What follows belongs to an exercise in optimizing a design on an open flow for small area, a short achievable clock period and few clock cycles; a production flow would make more cautious choices.
Only simulation tests tie the RTL to the original design; equivalence was not proved.
No driver is modelled on the clock port, so clocking that relies on it looks cheaper here than on a real chip.

==> flow/design.v (outline; a module is shown in full before it is edited, if it fits) <==
// module conv_yt: 315 lines
// module mac21: 1393 lines
// module mac21_cpa: 181 lines
module conv_yt(
input             rst,
input             clk,
output            M0_R_req,
output     [31:0] M0_addr,
input      [31:0] M0_R_data,
output     [3:0]  M0_W_req,
output     [31:0] M0_W_data,
output            M1_R_req,
output     [31:0] M1_addr,
input      [31:0] M1_R_data,
output reg [3:0]  M1_W_req,
output     [31:0] M1_W_data,
input             start,
output reg        finish
);
  // ...
==> flow/flow/run.sh <==
#!/bin/bash
# The standard layout (standard.sh) with three additions:
#  - flow/fapol.py, after the standard synthesis: chooses, for each full-adder
#    cell, whether it works on true or complemented signals (a full adder is
#    self-dual), so that fewer inverters are needed between adders; the
#    netlist's function and its registers are unchanged. The standard
#    synthesis's netlist is kept as 1_2_yosys.standard.v;
#  - flow/ports.tcl, before the placement's resizing step: the buffers that
#    buffer_ports puts on the ports become buf_4 instead of the default delay
#    buffer;
#  - flow/post_cts.tcl, after clock tree synthesis: setup repair aimed at a
#    shorter clock period than the design's (the constraints are unchanged).
set -euo pipefail
here=$(pwd)
export PRE_RESIZE_TCL="$here/flow/ports.tcl"
export POST_CTS_TCL="$here/flow/post_cts.tcl"
export FLOW_TARGET_NS=6.0
res="$here/orfs/results/$FLOW_PLATFORM/conv_yt/base"
bash standard.sh synth > "$here/standard_synth.log" 2>&1
cp "$res/1_2_yosys.v" "$here/1_2_yosys.standard.v"
python3 "$here/flow/fapol.py" "$here/1_2_yosys.standard.v" "$res/1_2_yosys.v" > "$here/fapol.log" 2>&1
rm -f "$res/1_synth.odb" "$res/1_synth.sdc"
bash standard.sh > "$here/standard_make.log" 2>&1
==> flow/flow/fapol.py <==
#!/usr/bin/env python3
"""Remove inverters around full adders in a flat gate-level netlist.

A full adder is self-dual: FA(~a, ~b, ~c) = (~sum, ~cout). So each
sky130_fd_sc_hd__fa_* cell may be fed the complements of its inputs, and then
drives the complements of its outputs. Yosys's adder extraction leaves many
inverters between adders; this script picks, for each adder, whether it works
on true or complemented signals so that fewer signals need an inverter, then
rewrites the netlist with one inverter per signal whose complement is still
needed. The function of the netlist is unchanged; registers are untouched.

usage: fapol.py IN.v OUT.v
"""
import re
import sys
from collections import defaultdict

src = open(sys.argv[1]).read()

# ---- parse the single flat module ----
cell_re = re.compile(r"^  (sky130_fd_sc_hd__\w+) (\\\S+ |\S+) \((.*?)\n  \);\n", re.S | re.M)
pin_re = re.compile(r"\.(\w+)\(((?:\\\S+ )|[^()]*?)\)")
cells = []
for m in cell_re.finditer(src):
    typ, name, body = m.group(1), m.group(2), m.group(3)
    pins = [(p, n.strip()) for p, n in pin_re.findall(body)]
    cells.append([typ, name, pins, m.start(), m.end()])

OUTPINS = {"X", "Y", "Q", "Q_N", "SUM", "COUT", "HI", "LO"}


def is_inv_type(t):
    return re.fullmatch(r"sky130_fd_sc_hd__(clk)?inv_\d+", t) is not None


port_out = set(re.findall(r"^\s*output (?:\[\d+:\d+\] )?(\S+);", src, re.M))
keep = set()
for ci, c in enumerate(cells):
    if is_inv_type(c[0]):
        y = dict(c[2])["Y"]
        if y.split("[")[0] in port_out:
            keep.add(ci)


def is_inv(t, ci=None):
    return is_inv_type(t) and ci not in keep


def is_fa(t):
    return re.fullmatch(r"sky130_fd_sc_hd__fa_\d+", t) is not None


driver = {}
for ci, (typ, name, pins, _, _) in enumerate(cells):
    for p, n in pins:
        if p in OUTPINS:
            driver[n] = (ci, p)

# the logical source of a net: follow inverters back; (source net, inversion)
def source(n):
    inv = 0
    seen = 0
    while n in driver and is_inv(cells[driver[n][0]][0], driver[n][0]) and seen < 100:
        ci = driver[n][0]
        n = dict(cells[ci][2])["A"]
        inv ^= 1
        seen += 1
    return n, inv


const_re = re.compile(r"^\d+'[bh][01]$")
fa_ids = [ci for ci, c in enumerate(cells) if is_fa(c[0])]
fa_of_net = {}
for ci in fa_ids:
    for p, n in cells[ci][2]:
        if p in ("SUM", "COUT"):
            fa_of_net[n] = ci

# loads of each logical signal: (kind, id, pin, inversion)
#   kind "fa": input pin of an adder; kind "fix": any other use, which must
#   see the original polarity
loads = defaultdict(list)
for ci, (typ, name, pins, _, _) in enumerate(cells):
    if is_inv(typ, ci):
        continue
    for p, n in pins:
        if p in OUTPINS:
            continue
        s, inv = source(n)
        if const_re.match(s):
            continue
        loads[s].append(("fa" if is_fa(typ) else "fix", ci, p, inv))
# nets that leave the module (ports) keep their polarity
assign_re = re.compile(r"^  assign (.*?) = (.*?);$", re.M)
for lhs, rhs in assign_re.findall(src):
    s, inv = source(rhs.strip())
    loads[s].append(("fix", -1, lhs, inv))
for n in list(driver):
    base = n.split("[")[0]
    if base in port_out:
        s, inv = source(n)
        loads[s].append(("fix", -1, n, inv))

d = {ci: 0 for ci in fa_ids}
# adders that drive a port, or a net with an escaped name, keep their polarity
frozen = set()
for ci in fa_ids:
    for p, n in cells[ci][2]:
        if p in ("SUM", "COUT") and (n.split("[")[0] in port_out or not re.fullmatch(r"[A-Za-z_][A-Za-z0-9_$]*", n)):
            frozen.add(ci)


def phys(s):
    ci = fa_of_net.get(s)
    return d[ci] if ci is not None else 0


def need(s):
    """1 if some load of signal s needs the complement of what its driver gives."""
    ps = phys(s)
    for kind, ci, p, inv in loads[s]:
        want = inv ^ (d[ci] if kind == "fa" else 0)
        if want != ps:
            return 1
    return 0


fa_in = {ci: [source(n) for p, n in cells[ci][2] if p in ("A", "B", "CIN")] for ci in fa_ids}
fa_out = {ci: [n for p, n in cells[ci][2] if p in ("SUM", "COUT")] for ci in fa_ids}


def touched(ci):
    ss = set(s for s, _ in fa_in[ci] if not const_re.match(s)) | set(fa_out[ci])
    return ss


before = sum(need(s) for s in loads)
for it in range(20):
    changed = 0
    for ci in fa_ids:
        if ci in frozen:
            continue
        ss = touched(ci)
        cur = sum(need(s) for s in ss)
        d[ci] ^= 1
        new = sum(need(s) for s in ss)
        if new < cur:
            changed += 1
        else:
            d[ci] ^= 1
    if not changed:
        break
after = sum(need(s) for s in loads)

# ---- rewrite ----
def esc(n):
    return n + " " if n.startswith("\\") else n



# complement nets: one inverter per signal that needs one
comp = {}
newcells = []
k = 0
for s in loads:
    if need(s):
        k += 1
        nn = f"_fapol_n{k}_"
        comp[s] = nn
        newcells.append((s, nn, k))


def pname(s):
    """the net that a signal's driver drives: renamed when complemented"""
    return s + "_fapol" if phys(s) else s


def net_for(s, want):
    """the physical net that carries logical signal s ^ want"""
    if const_re.match(s):
        width, val = s.split("'")
        bit = int(val[1:], 2 if val[0] == "b" else 16) & 1
        return f"1'b{bit ^ want}"
    return esc(pname(s)) if phys(s) == want else comp[s]


out = []
pos = 0
for ci, (typ, name, pins, a, b) in enumerate(cells):
    out.append(src[pos:a])
    pos = b
    if is_inv(typ, ci):
        continue  # replaced by the inverters above
    lines = []
    for p, n in pins:
        if p in OUTPINS:
            lines.append(f"    .{p}({esc(pname(n)) if is_fa(typ) else esc(n)})")
        else:
            s, inv = source(n)
            want = inv ^ (d[ci] if is_fa(typ) else 0)
            lines.append(f"    .{p}({net_for(s, want)})")
    out.append(f"  {typ} {name} (\n" + ",\n".join(lines) + "\n  );\n")
out.append(src[pos:])
res = "".join(out)
# declare the new nets and add the inverters before endmodule
decl = "".join(f"  wire {comp[s]};\n" for s in comp)
decl += "".join(f"  wire {n}_fapol;\n" for ci in fa_ids if d[ci] for n in fa_out[ci])
invs = "".join(f"  sky130_fd_sc_hd__inv_1 _fapol_i{k}_ (\n    .A({esc(pname(s))}),\n    .Y({nn})\n  );\n" for s, nn, k in newcells)
idx = res.rindex("endmodule")
res = res[:idx] + invs + res[idx:]
first_cell = re.search(r"^  sky130_fd_sc_hd__", res, re.M).start()
res = res[:first_cell] + decl + res[first_cell:]
# nets driven only through inverters that no longer exist: drive them again
# (ports and other fixed users were counted as loads, so they are covered)
open(sys.argv[2], "w").write(res)
ninv_before = sum(1 for ci, c in enumerate(cells) if is_inv(c[0], ci))
print(f"fapol: {len(fa_ids)} adders, {sum(d.values())} complemented; inverters {ninv_before} -> {len(comp)}"
      f" (signals needing one: {before} -> {after})")
==> flow/flow/ports.tcl <==
# Port buffers: the buffers buffer_ports put on every input and output, as a
# stronger, faster buffer than the default delay cell.
set n 0
foreach inst [[ord::get_db_block] getInsts] {
  set name [$inst getName]
  if {[regexp {^(input|output)[0-9]+$} $name] && [[$inst getMaster] getName] eq "sky130_fd_sc_hd__clkdlybuf4s50_1"} {
    replace_cell $name sky130_fd_sc_hd__buf_4
    incr n
  }
}
puts "ports.tcl: replaced $n port buffers"
==> flow/flow/post_cts.tcl <==
set target $::env(FLOW_TARGET_NS)
set margin [expr {$::env(FLOW_PERIOD_NS) - $target}]
puts "post_cts.tcl: repair_timing -setup_margin $margin (target $target ns)"
estimate_parasitics -placement
repair_timing -setup -setup_margin $margin -verbose
detailed_placement
check_placement -verbose
estimate_parasitics -placement
report_worst_slack -max
==> flow/standard.sh <==
#!/bin/bash
# synth_recipe.tcl (not shown) runs the flow's synth.tcl, then flattens the netlist and writes it again
# the make line also repeats each setting of config.mk as NAME=value (left out here)
make -C /OpenROAD-flow-scripts/flow DESIGN_CONFIG=/design/flow/config.mk WORK_HOME=/design/flow/orfs CLKGATE_MAP_FILE= SYNTH_SCRIPT=/design/flow/synth_recipe.tcl "${@:-finish}"
==> flow/config.mk <==
export PLATFORM = sky130hd
export DESIGN_NAME = conv_yt
export DESIGN_NICKNAME = conv_yt
export VERILOG_FILES = /design/flow/design.v
export SDC_FILE = /design/flow/constraint.sdc
export NUM_CORES = 4
export LEC_CHECK = 0
export ABC_AREA = 1
export CAP_MARGIN = 20
export CORE_MARGIN = 2
export CORE_UTILIZATION = 40
export SLEW_MARGIN = 20
==> flow/constraint.sdc <==
create_clock -name core_clock -period 26.0 [get_ports {clk}]
set_input_delay 5.2000 -clock core_clock [delete_from_list [all_inputs] [get_ports {clk}]]
set_output_delay 5.2000 -clock core_clock [all_outputs]
set_load 0.01 [all_outputs]
==> impl_metrics.ini, run 1 <==
[status]
status = no timing/DRC/antenna violations

[floorplanning]
initial_utilization = 0.402
num_rows = 128
die-area_mm2 = 0.125

[global_route]
grtUsageMet3 = 0.149
grt_overflow_total = 0

[drt]
met2WireLength_um = 84200
viasPerCell = 5.99
met1Wirelength_um = 75000
drt-total-wl_um = 208000
highest_layer = met5
drt-pass1-iter-count = 10

[layout]
nClkBuffers = 70
flow.area_growth_from_synthesis_pct = 18.5
seq_share = 0.167
utilization = 0.477
top_register = s0
nMultiInputCombCells = 3930
layout_common_cells = 679 x xor2_1, 654 x o22ai_1, 640 x inv_1
n_all_inverters = 778
multi_input_area_share = 0.618
drive_above_1_share = 0.184
design_area_mm2 = 0.0580
nonClkBufAreaFrac = 0.0883

[worst_setup_path]
worstPathMaxFanout = 2
worstPathRequired_ns = 20.80
reg2reg_to = acc2[14]
slowest_stage = dfxtp_4
cp_top_family = flip-flops
reg2reg_slack_ns = 19.74
critPathCapture = M1_W_data[14]
path_depth = 1
critPathMaxStageDelay_ns = 0.42

[timing]
post-route-period-util = 0.248
grt_setup_unrepaired = false
fin_ws_ns = 19.56

[logic_synthesis]
synth_warnings = 7
avgSynthCellArea_um2 = 8.87

[clock_tree]
path_clk_slew_ns = 0.07

[placement]
placed_area_mm2 = 0.0503

[worst_hold_path]
holdCritPathClass = reg -> reg
Testbench counts, summed over its fixed seeds: cycles 52,752.
==> run 2, diff against run 1 <==
--- a/flow/config.mk
+++ b/flow/config.mk
@@ -8,5 +8,5 @@
 export ABC_AREA = 1
 export CAP_MARGIN = 20
 export CORE_MARGIN = 2
-export CORE_UTILIZATION = 40
-export SLEW_MARGIN = 20
+export CORE_UTILIZATION = 50
+export SLEW_MARGIN = 70
==> impl_metrics.ini, run 2 <==
[timing]
max_slew_margin = 0.664
setup_viol = 0
grt_setup_unrepaired = false
hold_viol_final = 0
post-route-period-util = 0.246
finClkSkew_ns = 0.0351
finalSetupTns_ns = 0
min_period_ns = 6.41
fmax_ghz = 0.156
slew_violations = 0
worst_pin_slew_ns = 0.504

[worst_hold_path]
hp-start = s2[1][1]
holdCritPathClass = reg -> reg

[floorplanning]
die-area_mm2 = 0.100
initial_utilization = 0.505
num_rows = 114
core_area_mm2 = 0.0969
io_pins = 206
die_h_um = 317
dieWidth_um = 317

[worst_setup_path]
critPathMaxStageDelay_ns = 0.40
crit_chain = buf_6
worstPathRequired_ns = 20.80
worst-path-buf-inv = 1
crit_type = reg -> out
reg2reg_to = acc1[31]
startpoint = acc2[3]
critPathCapture = M1_W_data[3]
worstPathMaxFanout = 2
crit_arrival_ns = 1.21
r2r_cells = 28
slowest_stage = dfxtp_4
cp_top_family = flip-flops
reg2reg_slack_ns = 19.66
path_depth = 1
endpoint_kind = output port
r2r-start = px[4]
start_kind = register

[global_route]
grt_max_degree = 50
grt_pass1_vias = 41400
track_usage = 0.381
grt_pass1_wl_um = 277000
grt_antenna_before_repair = 7
grt_overflow_total = 0

[logic_synthesis]
synth_cells = 5514
synth_warnings = 7
avgSynthCellArea_um2 = 8.87
syn_area_mm2 = 0.0489

[status]
status = no timing/DRC/antenna violations

[drt]
wl_per_cell_um = 28.1
drcViolationCount = 0
drt-pass1-iter-count = 6
drtIter0Drc = 5579
route.vias.total = 42000
viasPerCell = 6.17
drt-total-wl_um = 192000
ant_nets = 0

[clock_tree]
insertion_delay_ns = 0.70
cts_tree = yes
path_clk_slew_ns = 0.06
clkSinkCount = 442

[layout]
layout_common_cells = 674 x xor2_1, 665 x o22ai_1, 634 x inv_1
fillCellCount = 8568
largest_register_ffs = 93
fin_cells = 6813
flow.area_growth_from_synthesis_pct = 13.8
reg.largest.list = s0 (93), s1 (63), s2 (63)
top_register = s0
drive_above_1_share = 0.149
final_nets = 6437
layout_commonest_cell = xor2_1

[placement]
numPortBuffers = 91
placed_cells = 6590
place_congestion = 0.976
hpwlAfterDp_um = 132000

[job]
drv_cap = 0
run 2: cell type report:
cell class	count	area, µm²	share of cell area
clock buffers	72	1560	0.0279
multi-input cells	3930	35700	0.641
diodes	7	17.5	0.000315
inverters	727	3040	0.0545
clock inverters	27	322	0.00578
well taps	1276	1600	0.0287
repair inverters	4	35.0	0.000629
repair buffers	328	3870	0.0695
flip-flops and latches	442	9530	0.171
run 2: per-layer routing:
layer / part of all wire / track usage / vias up / routed length (µm)
met5: 0.00072 / 0.00710 / - / 138
met4: 0.073 / 0.234 / 8 / 14000
met3: 0.15 / 0.159 / 686 / 28100
met2: 0.41 / 0.544 / 2842 / 79100
met1: 0.37 / 0.476 / 20600 / 70400
li1: - / - / 17900 / -
run 2: how the worst min path moves through the flow:
stage,end,slack (ns),cells past startpoint
global placement,s1[1][20],0.31,0
floorplan,s1[0][0],0.31,0
detailed placement,s1[0][16],0.31,0
global route,s1[0][5],0.33,0
finish,s1[1][1],0.32,0
run 2: through the flow:
step           hold slack [ns]  area (µm²)  worst slack [ns]   util
2_1_floorplan            0.310       49200             19.80      -
3_3_place_gp             0.310       50200             17.90  0.519
3_5_place_dp             0.312       51000             19.17  0.526
5_1_grt                  0.325       55700             19.31  0.575
6_report                 0.317       55700             19.59  0.575
run 2: worst register-to-register path: cells and delay by family, from the launching register on:
kind,cells,cell delay [ns]
buffers and inverters,4,0.77
xor gates and xnor gates,1,0.16
adders and majority gates,7,3.04
AOI/OAI and AO/OA,3,0.47
and+or+nand+nor,13,1.47
DFF,1,0.30
==> run 3, diff against run 2 <==
--- a/flow/config.mk
+++ b/flow/config.mk
@@ -8,5 +8,5 @@
 export ABC_AREA = 1
 export CAP_MARGIN = 20
 export CORE_MARGIN = 2
-export CORE_UTILIZATION = 50
+export CORE_UTILIZATION = 60
 export SLEW_MARGIN = 70
==> impl_metrics.ini, run 3 <==
[layout]
final_nets = 6427
layout_common_cells = 669 x xor2_1, 656 x o22ai_1, 636 x inv_1
layout_commonest_cell = xor2_1
largest_register_ffs = 93
drive_above_1_share = 0.151
top_register = s0
reg.largest.list = s0 (93), s1 (63), s2 (63)
flow.area_growth_from_synthesis_pct = 13.2
fillCellCount = 6524

[timing]
min_period_ns = 6.38
post-route-period-util = 0.245
finClkSkew_ns = 0.0705
worst_pin_slew_ns = 0.499
finalSetupTns_ns = 0
fmax_ghz = 0.157
grt_setup_unrepaired = false
setup_viol = 0
max_slew_margin = 0.667
slew_violations = 0
fin_ws_ns = 19.62
hold_viol_final = 0

[clock_tree]
insertion_delay_ns = 0.66
cts_tree = yes
clkSinkCount = 442
path_clk_slew_ns = 0.07

[worst_setup_path]
crit_arrival_ns = 6.90
worst-path-buf-inv = 5
worstPathMaxFanout = 22
worstPathRequired_ns = 26.51
crit_type = reg -> reg
reg2reg_slack_ns = 19.62
critPathMaxStageDelay_ns = 0.55
start_kind = register
critPathMostFrequentCell = nand2_1
reg2reg_to = acc2[31]
cp_top_family = adder cells
endpoint_kind = register
r2r_cells = 29
r2r-start = sh
slowest_stage = fa_1

[drt]
drt-pass1-iter-count = 6
route.vias.total = 42100
wl_per_cell_um = 28.8
drcViolationCount = 0
drt-total-wl_um = 190000
ant_nets = 0
viasPerCell = 6.39
drtIter0Drc = 5297

[placement]
numPortBuffers = 91
place_congestion = 0.975
hpwlAfterDp_um = 127000
dp_slack_ns = 19.06

[floorplanning]
initial_utilization = 0.606
num_rows = 104
core_area_mm2 = 0.0807
die_h_um = 290
die-area_mm2 = 0.0838
io_pins = 206
dieWidth_um = 290

[worst_hold_path]
hp-start = s2[1][1]
hold_depth = 0
hold_end = s1[1][1]
holdCritPathClass = reg -> reg

[logic_synthesis]
synth_cells = 5514
avgSynthCellArea_um2 = 8.87
syn_area_mm2 = 0.0489
synth_warnings = 7

[global_route]
grtUsageMet3 = 0.189
track_usage = 0.455
grt_pass1_vias = 41600
grt_pass1_wl_um = 276000
met1_usage = 0.572
met2_usage = 0.640
grt_max_degree = 62
grt_antenna_before_repair = 8
grt_overflow_total = 0
top_usage_layer = met2

[status]
status = no timing/DRC/antenna violations

[job]
drv_cap = 0
==> run 3: final cells by class <==
cell class | instances | area (µm²) | share of cell area
Antenna cell | 5 | 12.5 | 0.000226
Clock buffer | 64 | 1400 | 0.0252
Clock inverter | 31 | 394 | 0.00712
Inverter | 727 | 3070 | 0.0554
Multi-Input combinational cell | 3930 | 35800 | 0.646
Sequential cell | 442 | 9560 | 0.173
Tap cell | 1060 | 1330 | 0.0239
Timing Repair Buffer | 311 | 3740 | 0.0675
Timing Repair inverter | 13 | 103 | 0.00185
==> run 3: worst reg2reg max path: cells and delay by family, from the launching register on <==
kind / cells / cell delay (ns)
fa+ha+maj: 6 / 2.70
flops: 1 / 0.40
compound gates: 5 / 0.65
simple gates: 13 / 1.59
buf+inv: 5 / 0.87
==> run 3: how the worst max path moves through the flow <==
stage | from | endpoint | slack [ns] | depth (start not counted)
floorplan | rst | dld_b | 19.80 | 4
global placement | sh | acc2[31] | 18.42 | 28
detailed placement | rst | dld_b | 19.06 | 6
global route | s0[1][13] | acc1[31] | 19.30 | 29
finish | sh | acc2[31] | 19.62 | 29
==> run 3: through the flow <==
step	hold slack, ns	utilization	instance area, µm²	cells
final	0.291	0.687	55400	6583
after global routing	0.303	0.686	55400	6578
after detailed placement	0.312	0.626	50500	6354
after global placement	0.310	0.618	49800	6336
after floorplan	0.310	-	49200	5594
==> run 3: per-layer routing <==
metal  share of wire  vias to the layer above
met5         0.00013                        -
li1                -                    17900
met4           0.083                        4
met2            0.41                     2986
met3            0.15                      725
met1            0.36                    20500
==> run 4, diff against run 3 <==
==> flow/flow/run.sh (replaced) <==
#!/bin/bash
# The standard layout (standard.sh) with two additions, both hooks of the
# ORFS scripts:
#  - flow/ports.tcl, before the placement's resizing step: the buffers that
#    buffer_ports puts on the ports become buf_4 instead of the default delay
#    buffer;
#  - flow/post_cts.tcl, after clock tree synthesis: setup repair aimed at a
#    shorter clock period than the design's (the constraints are unchanged).
set -euo pipefail
here=$(pwd)
export PRE_RESIZE_TCL="$here/flow/ports.tcl"
export POST_CTS_TCL="$here/flow/post_cts.tcl"
export FLOW_TARGET_NS=6.4
bash standard.sh > "$here/standard_make.log" 2>&1
--- a/flow/config.mk
+++ b/flow/config.mk
@@ -8,5 +8,5 @@
 export ABC_AREA = 1
 export CAP_MARGIN = 20
 export CORE_MARGIN = 2
-export CORE_UTILIZATION = 60
+export CORE_UTILIZATION = 40
 export SLEW_MARGIN = 70
removed: flow/flow/fapol.py
==> impl_metrics.ini, run 4 <==
[timing]
hold_viol_final = 0
setup_viol = 0
finalSetupTns_ns = 0
hold_ws_ns = 0.299
post-route-period-util = 0.256
min_period_ns = 6.66
finClkSkew_ns = 0.0842
slew_violations = 0
fmax_ghz = 0.150
grt_setup_unrepaired = false

[layout]
top_register = s0
reg.largest.list = s0 (93), s1 (63), s2 (63)
design_area_mm2 = 0.0562
largest_register_ffs = 93
layout_commonest_cell = inv_1
drive_above_1_share = 0.113
final_nets = 6763
fin_cells = 7505
flow.area_growth_from_synthesis_pct = 11.5
layout_common_cells = 1035 x inv_1, 674 x xor2_1, 670 x o22ai_1

[drt]
ant_nets = 0
drcViolationCount = 0
route.vias.total = 43300
drtIter0Drc = 4975
viasPerCell = 5.77
wl_per_cell_um = 26.2
drt-total-wl_um = 196000
drt-pass1-iter-count = 8

[clock_tree]
path_clk_slew_ns = 0.07
clkSinkCount = 442
insertion_delay_ns = 0.69
cts_tree = yes

[floorplanning]
initial_utilization = 0.402
dieWidth_um = 359
core_area_mm2 = 0.125
io_pins = 206
die-area_mm2 = 0.129
num_rows = 130
die_h_um = 359

[logic_synthesis]
avgSynthCellArea_um2 = 8.53
synth_cells = 5915
ys_seq_elements = 442
synth_top_area_cell = fa_1
synth-edff-count = 52
ys.flop_type = dfxtp_1
async_flop_share = 0
synth_top_area_frac = 0.254
synth_most_common_cell = inv_1
synth_warnings = 7
seq_area_frac_synth = 0.186
yosysUniqueCellTypes = 51
syn_area_mm2 = 0.0504
synth_area_leaders = fa_1 25%, dfxtp_1 15%, xor2_1 12%, o22ai_1 8.5%, inv_1 8.1%
yosys-top-cells-count = 1084 x inv_1, 689 x xor2_1, 684 x o22ai_1, 639 x fa_1, 545 x nand2_1

[worst_setup_path]
crit_type = reg -> reg
start_kind = register
worstPathMaxFanout = 20
endpoint_kind = register
worstPathRequired_ns = 26.53
crit_arrival_ns = 7.20

[global_route]
grt_overflow_total = 0
grt_pass1_wl_um = 285000
grt_antenna_before_repair = 3
grt_max_degree = 50
track_usage = 0.297
grt_pass1_vias = 42700

[placement]
numPortBuffers = 91
placed_area_mm2 = 0.0529
placed_cells = 7361
place_congestion = 0.954
hpwlAfterDp_um = 135000

[job]
drv_cap = 0

[status]
status = no timing/DRC/antenna violations

[worst_hold_path]
holdCritPathClass = reg -> reg
-- run 4: area by class of cell --
type	instances	area [µm²]
Antenna cell	1	2.50
Sequential cell	442	9500
Clock buffer	74	1520
Tap cell	1650	2060
Clock inverter	22	272
Fill cell	12100	69200
Inverter	1128	4530
Timing Repair inverter	6	45.0
Multi-Input combinational cell	3930	35300
Timing Repair Buffer	252	2970
-- run 4: final timing paths --
kind	cells after the start	slack [ns]	from	to
setup / recovery	27	19.34	s0[0][13]	acc0[31]
hold / removal	0	0.30	s2[1][6]	s1[1][6]
setup reg to reg	27	19.34	s0[0][13]	acc0[31]
hold reg to reg	0	0.30	s2[1][6]	s1[1][6]
-- run 4: metrics by stage --
stage	utilization	worst slack [ns]
floorplan	-	19.80
global placement	0.416	18.48
detailed placement	0.422	18.98
global route	0.448	18.92
finish	0.448	19.34
-- run 4: logic make-up (layout without fill, tap and decap cells) --
| family | count (synthesis) | count (layout) | synth area share |
|---|---|---|---|
| adder cells (fa/ha/maj) | 884 | 884 | 0.314 |
| flip-flops | 442 | 442 | 0.186 |
| AO/OA/AOI/OAI | 1140 | 1140 | 0.139 |
| XOR/XNOR | 761 | 761 | 0.132 |
| buffers and inverters | 1623 | 1482 | 0.129 |
| other | 2 | 83 | 0.000149 |
| AND/OR/NAND/NOR | 970 | 970 | 0.0799 |
| multiplexers | 93 | 93 | 0.0192 |
-- run 4: routing by layer --
metal,routed length (µm),vias to the layer above,GRT usage
met3,27100,625,0.0994
met5,0,-,0
met2,82400,2990,0.440
li1,-,18500,-
met1,73800,21200,0.382
met4,13000,0,0.163
-- run 4: worst max-delay path, cell delays in order (launching register included) --
cell and delay [ns]:
dfxtp_1 0.50, clkinv_2 0.39, o22ai_1 0.27, xor2_1 0.22, fa_1 0.46, fa_1 0.55
inv_1 0.05, fa_1 0.51, fa_1 0.53, fa_1 0.60, inv_1 0.06, ha_1 0.34
nand2_1 0.10, inv_1 0.05, a21oi_2 0.17, nand2_1 0.10, a21oi_1 0.17, nand2_2 0.12
nand2_1 0.09, nand2_2 0.10, nand2_1 0.08, nand2_1 0.11, nand2_1 0.10, nand2_1 0.06
fa_1 0.38, nor3_1 0.17, nand3b_1 0.14, o221ai_1 0.10

[static timing again, ports no longer ideal]
Ports are ideal in the flow. The routed layouts listed here were re-timed in OpenROAD. Step 1 assumes that a clkbuf_16 drives the clock port and a buf_2 every other input. Step 2 adds t to the input delays and takes it off the output delays; t is the mean of the earliest and latest rising clock arrival at the registers after step 1. Input paths then give back, and output paths get back, about the clock's delay inside the block. Slacks: ideal / step 1 / step 2; pairs: ideal / step 1.
| run | shift t [ns] | slack for setup (ns) | worst setup path at the end |
|---|---|---|---|
| run 1 | 0.738 | 19.558 / 19.484 / 19.303 | input to register |
| run 2 | 0.756 | 19.594 / 19.520 / 19.313 | input to register |
| run 3 | 0.702 | 19.618 / 19.560 / 19.328 | input to register |
| run 4 | 0.726 | 19.336 / 19.336 / 19.088 | input to register |
After both steps every run listed still meets setup and hold. The setup slack of run 3, which loses most, moves by -0.058 ns with the drivers and by -0.290 ns with both steps.
